This is an optimization exercise on Yosys and OpenROAD, whose aim is small area, not a production implementation. At most, simulation tests tie the RTL to the original design; equivalence was not proved. Power and IR drop assume default switching activity.

==> job 4893: inputs <==
==> flow/design.v (excerpt) <==
module prt_scaler_engine
#(
    parameter                               P_PPC = 4,           
    parameter                               P_BPC = 8            
)
(
    input wire                              RST_IN,
    input wire                              CLK_IN,
    input wire                              CTL_RUN_IN,
    input wire                              CTL_FS_IN,
    input wire [3:0]                        CTL_MODE_IN,
    input wire [15:0]                       CTL_HWIDTH_IN,
    input wire [15:0]                       CTL_VHEIGHT_IN,
    input wire                              LBF_RDY_IN,
    input wire                              SLW_RDY_IN,
    output wire                             SLW_LRST_OUT,
    output wire                             SLW_LNXT_OUT,
    output wire [1:0]                       SLW_STEP_OUT,
    input wire [(3*5*P_BPC)-1:0]            SLW_DAT0_IN,
    input wire [(3*5*P_BPC)-1:0]            SLW_DAT1_IN,
    output wire [(3*P_PPC*P_BPC)-1:0]       VID_DAT_OUT,
    output wire                             VID_DE_OUT
);
Settings: LEC_CHECK=0, CAP_MARGIN=20, CORE_MARGIN=2, CORE_UTILIZATION=50, PLACE_DENSITY=0.6, SLEW_MARGIN=20, SYNTH_HIERARCHICAL=1, SYNTH_MEMORY_MAX_BITS=65536; clock period 5.0 ns.
run.sh (not shown) runs the stock make flow with config.mk's settings and CLKGATE_MAP_FILE= SYNTH_SCRIPT=/design/flow/synth_recipe.tcl, a recipe that flattens the netlist after the stock synthesis.
==> job 8061 (differences from job 4893) <==
--- a/flow/config.mk
+++ b/flow/config.mk
@@ -6,9 +6,9 @@
 export NUM_CORES = 8
 export LEC_CHECK = 0
-export CAP_MARGIN = 20
+export CAP_MARGIN = 40
 export CORE_MARGIN = 2
-export CORE_UTILIZATION = 50
-export PLACE_DENSITY = 0.6
-export SLEW_MARGIN = 20
+export CORE_UTILIZATION = 30
+export PLACE_DENSITY = 0.4
+export SLEW_MARGIN = 40
 export SYNTH_HIERARCHICAL = 1
 export SYNTH_MEMORY_MAX_BITS = 65536
==> run notes <==
	job 8061	job 4893
Cell Rows	222	172
Final Non-Filler Cells	16700	14365
Number of nets in the layout	14820	14442
Critical Path Source	clk_m32_0[0]	clk_lut_sel[8][5]
Non-clock buffer total of the final layout	1685	1332
Met3 WL	47100 um	68800 um
Final hold slack	260 ps	307 ps
Peak supply drop	0.323 mV	0.441 mV
Number of tapcells	4816	2871
Starting density of the core	30.1%	50.2%
Drt via density	5.30	6.26
Count of instances resized after the clock tree is built	105	17
Leakage power	0.0449 uW	0.0422 uW
Status	complete, but fails checks	complete, but fails checks
Layout check failures	negative setup slack	negative setup slack
Register-to-Register Setup Slack	-40 ps	-30 ps
Comb pwr	24100 uW	23400 uW
Fraction of area in multi-input gates	62.0%	65.4%
No run of this note included a check of the RTL's function; only the layout flow was run.

* * *

==> inputs of run E <==
prt_scaler_engine, a different RTL version from the one above (not shown whole).
## prt_scaler_engine
module prt_scaler_engine
#(
    parameter                               P_PPC = 4,           
    parameter                               P_BPC = 8            
)
(
    input wire                              RST_IN,
    input wire                              CLK_IN,
    input wire                              CTL_RUN_IN,
    input wire                              CTL_FS_IN,
    input wire [3:0]                        CTL_MODE_IN,
    input wire [15:0]                       CTL_HWIDTH_IN,
    input wire [15:0]                       CTL_VHEIGHT_IN,
    input wire                              LBF_RDY_IN,
    input wire                              SLW_RDY_IN,
    output wire                             SLW_LRST_OUT,
    output wire                             SLW_LNXT_OUT,
    output wire [1:0]                       SLW_STEP_OUT,
    input wire [(3*5*P_BPC)-1:0]            SLW_DAT0_IN,
    input wire [(3*5*P_BPC)-1:0]            SLW_DAT1_IN,
    output wire [(3*P_PPC*P_BPC)-1:0]       VID_DAT_OUT,
    output wire                             VID_DE_OUT
);
localparam [2:0] SM_IDLE = 3'd0, SM_S0 = 3'd1, SM_S1 = 3'd2, SM_S2 = 3'd3,
                 SM_S3 = 3'd4, SM_S4 = 3'd5, SM_S5 = 3'd6;
logic        clk_ctl_run;
logic        clk_ctl_fs;
  ...
==> module prt_scaler_krnl, before the edit <==
module prt_scaler_krnl
(
    input wire  [17:0] CS_IN,
    output wire [7:0] PIX_OUT
);
wire a_w1 = ~(CS_IN[0] ^ CS_IN[1]);
wire a_w2 = CS_IN[0] | CS_IN[1];
wire a_w3, a_w4; prt_scaler_fa a_fa1 (.a(CS_IN[2]), .b(CS_IN[3]), .c(a_w2), .s(a_w3), .co(a_w4));
wire a_w5, a_w6; prt_scaler_fa a_fa2 (.a(CS_IN[4]), .b(CS_IN[5]), .c(a_w4), .s(a_w5), .co(a_w6));
wire a_w7, a_w8; prt_scaler_fa a_fa3 (.a(CS_IN[6]), .b(CS_IN[7]), .c(a_w6), .s(a_w7), .co(a_w8));
wire a_w9, a_w10; prt_scaler_fa a_fa4 (.a(CS_IN[8]), .b(CS_IN[9]), .c(a_w8), .s(a_w9), .co(a_w10));
wire a_w11, a_w12; prt_scaler_fa a_fa5 (.a(CS_IN[10]), .b(CS_IN[11]), .c(a_w10), .s(a_w11), .co(a_w12));
wire a_w13, a_w14; prt_scaler_fa a_fa6 (.a(CS_IN[12]), .b(CS_IN[13]), .c(a_w12), .s(a_w13), .co(a_w14));
wire a_w15, a_w16; prt_scaler_fa a_fa7 (.a(CS_IN[14]), .b(CS_IN[15]), .c(a_w14), .s(a_w15), .co(a_w16));
wire a_w17, a_w18; prt_scaler_fa a_fa8 (.a(CS_IN[16]), .b(CS_IN[17]), .c(a_w16), .s(a_w17), .co(a_w18));
wire [9:0] nsum = {a_w18, a_w17, a_w15, a_w13, a_w11, a_w9, a_w7, a_w5, a_w3, a_w1};
assign PIX_OUT = ~(nsum[7:0] & {8{nsum[9] & nsum[8]}});
endmodule
clock: 5.0 ns
lec_check: 0
cap_margin: 20
core_margin: 2
core_utilization: 50
place_density: 0.6
slew_margin: 20
synth_hierarchical: 1
synth_memory_max_bits: 65536
==> inputs of run R, as changes to run E <==
--- a/flow/design.v
+++ b/flow/design.v
@@ -3825,5 +3825,5 @@
 wire a_w15, a_w16; prt_scaler_fa a_fa7 (.a(CS_IN[14]), .b(CS_IN[15]), .c(a_w14), .s(a_w15), .co(a_w16));
-wire a_w17, a_w18; prt_scaler_fa a_fa8 (.a(CS_IN[16]), .b(CS_IN[17]), .c(a_w16), .s(a_w17), .co(a_w18));
-wire [9:0] nsum = {a_w18, a_w17, a_w15, a_w13, a_w11, a_w9, a_w7, a_w5, a_w3, a_w1};
-assign PIX_OUT = ~(nsum[7:0] & {8{nsum[9] & nsum[8]}});
+wire [7:0] nsum = {a_w15, a_w13, a_w11, a_w9, a_w7, a_w5, a_w3, a_w1};
+wire nover = CS_IN[16] & CS_IN[17] & a_w16;
+assign PIX_OUT = ~(nsum & {8{nover}});
 endmodule
==> flow/flow/run.sh (new file) <==
#!/bin/bash
# The standard layout, with every input and output port buffered by the smallest plain
# buffer (sky130_fd_sc_hd__buf_1) instead of the delay buffer buffer_ports picks by default.
set -euo pipefail
export BUFFER_PORTS_ARGS="-buffer_cell sky130_fd_sc_hd__buf_1"
bash standard.sh > standard.log 2>&1
==> flow/standard.sh (new file) <==
#!/bin/bash
# synth_recipe.tcl (not shown) runs the flow's synth.tcl, then flattens the netlist and writes it again
# the make line also repeats each setting of config.mk as NAME=value (left out here)
make -C /OpenROAD-flow-scripts/flow DESIGN_CONFIG=/design/flow/config.mk WORK_HOME=/design/flow/orfs CLKGATE_MAP_FILE= SYNTH_SCRIPT=/design/flow/synth_recipe.tcl "${@:-finish}"
--- a/flow/config.mk
+++ b/flow/config.mk
@@ -7,7 +7,9 @@
 export LEC_CHECK = 0
-export CAP_MARGIN = 20
+export CAP_MARGIN = 30
 export CORE_MARGIN = 2
 export CORE_UTILIZATION = 50
+export CTS_CLUSTER_DIAMETER = 80
+export CTS_CLUSTER_SIZE = 20
 export PLACE_DENSITY = 0.6
-export SLEW_MARGIN = 20
+export SLEW_MARGIN = 30
 export SYNTH_HIERARCHICAL = 1
removed: flow/run.sh
==> inputs of run P, as changes to run E <==
--- a/flow/design.v
+++ b/flow/design.v
@@ -3825,5 +3825,5 @@
 wire a_w15, a_w16; prt_scaler_fa a_fa7 (.a(CS_IN[14]), .b(CS_IN[15]), .c(a_w14), .s(a_w15), .co(a_w16));
-wire a_w17, a_w18; prt_scaler_fa a_fa8 (.a(CS_IN[16]), .b(CS_IN[17]), .c(a_w16), .s(a_w17), .co(a_w18));
-wire [9:0] nsum = {a_w18, a_w17, a_w15, a_w13, a_w11, a_w9, a_w7, a_w5, a_w3, a_w1};
-assign PIX_OUT = ~(nsum[7:0] & {8{nsum[9] & nsum[8]}});
+wire [7:0] nsum = {a_w15, a_w13, a_w11, a_w9, a_w7, a_w5, a_w3, a_w1};
+wire nover = CS_IN[16] & CS_IN[17] & a_w16;
+assign PIX_OUT = ~(nsum & {8{nover}});
 endmodule
--- a/flow/config.mk
+++ b/flow/config.mk
@@ -7,7 +7,7 @@
 export LEC_CHECK = 0
-export CAP_MARGIN = 20
+export CAP_MARGIN = 30
 export CORE_MARGIN = 2
-export CORE_UTILIZATION = 50
-export PLACE_DENSITY = 0.6
-export SLEW_MARGIN = 20
+export CORE_UTILIZATION = 60
+export PLACE_DENSITY = 0.7
+export SLEW_MARGIN = 30
 export SYNTH_HIERARCHICAL = 1
==> metrics.csv <==
metric;value;unit
tightest_slew;1.16;ns
instances_no_fill;12649;
maxCapViolations;0;
skew;0.0767;ns
n_clock_buffer;152;
diodes;136;
ys_seq_area_share;21.2;%
synthTopCellsByCount;3187 x nand2_1, 2556 x fa_1, 1116 x dfxtp_1, 809 x clkbuf_1, 218 x buf_4;
clkCellAreaFrac;3.45;%
status;finished clean;
hold_path_class;reg -> reg;
max_freq;204;MHz
synthXorXnorAreaFrac;0.578;%
the above is filed under run P

==> metrics.csv <==
metric;value;unit
skew;0.0465;ns
hold_path_class;in -> reg;
diodes;115;
n_clock_buffer;97;
status;finished clean;
maxCapViolations;0;
max_freq;207;MHz
clkCellAreaFrac;2.69;%
the above is filed under run R

==> metrics.csv <==
metric;value;unit
n_clock_buffer;143;
diodes;63;
finalMaxSlewViolations;3;
so_faults;max-capacitance violations, max-slew violations;
max_freq;206;MHz
clkCellAreaFrac;3.63;%
skew;0.0582;ns
maxCapViolations;1;
multi_input_area;0.0778;mm2
status;failed layout checks;
tightest_slew;2.11;ns
ys_seq_area_share;21.2;%
hold_path_class;reg -> reg;
the above is filed under run E

The RTL of run E was laid out without a check of its function.

port drivers added, routing unchanged:
The flow's constraints put no driver on any port. The routed layouts listed below were extracted and timed again, unchanged, in two steps.
Step 1 sets driving cells, clkbuf_16 on the clock port and buf_2 on the other inputs (assumed; they add their load-dependent delay and slew).
Step 2 adds t to the input delays and takes it off the output delays; t is the mean of the earliest and latest rising clock arrival at the registers after step 1. Input paths then give back, and output paths get back, about the clock's delay inside the block.
a / b / c = ideal / step 1 / step 2; a / b = the first two.
| run | t, ns | setup slack, ns | latest minus earliest clock arrival (ns) | cell pins on the clock port's net |
|---|---|---|---|---|
| job 4893 | 0.926 | -0.030 / -0.030 / -0.030 | 0.070 / 0.070 | 1 |
| job 8061 | 0.990 | -0.035 / -0.035 / -0.035 | 0.093 / 0.093 | 1 |
| run E | 0.898 | 0.136 / 0.136 / 0.136 | 0.060 / 0.060 | 1 |
| run R | 0.889 | 0.172 / 0.172 / 0.172 | 0.053 / 0.053 | 1 |
| run P | 0.894 | 0.093 / 0.093 / 0.093 | 0.086 / 0.086 | 1 |
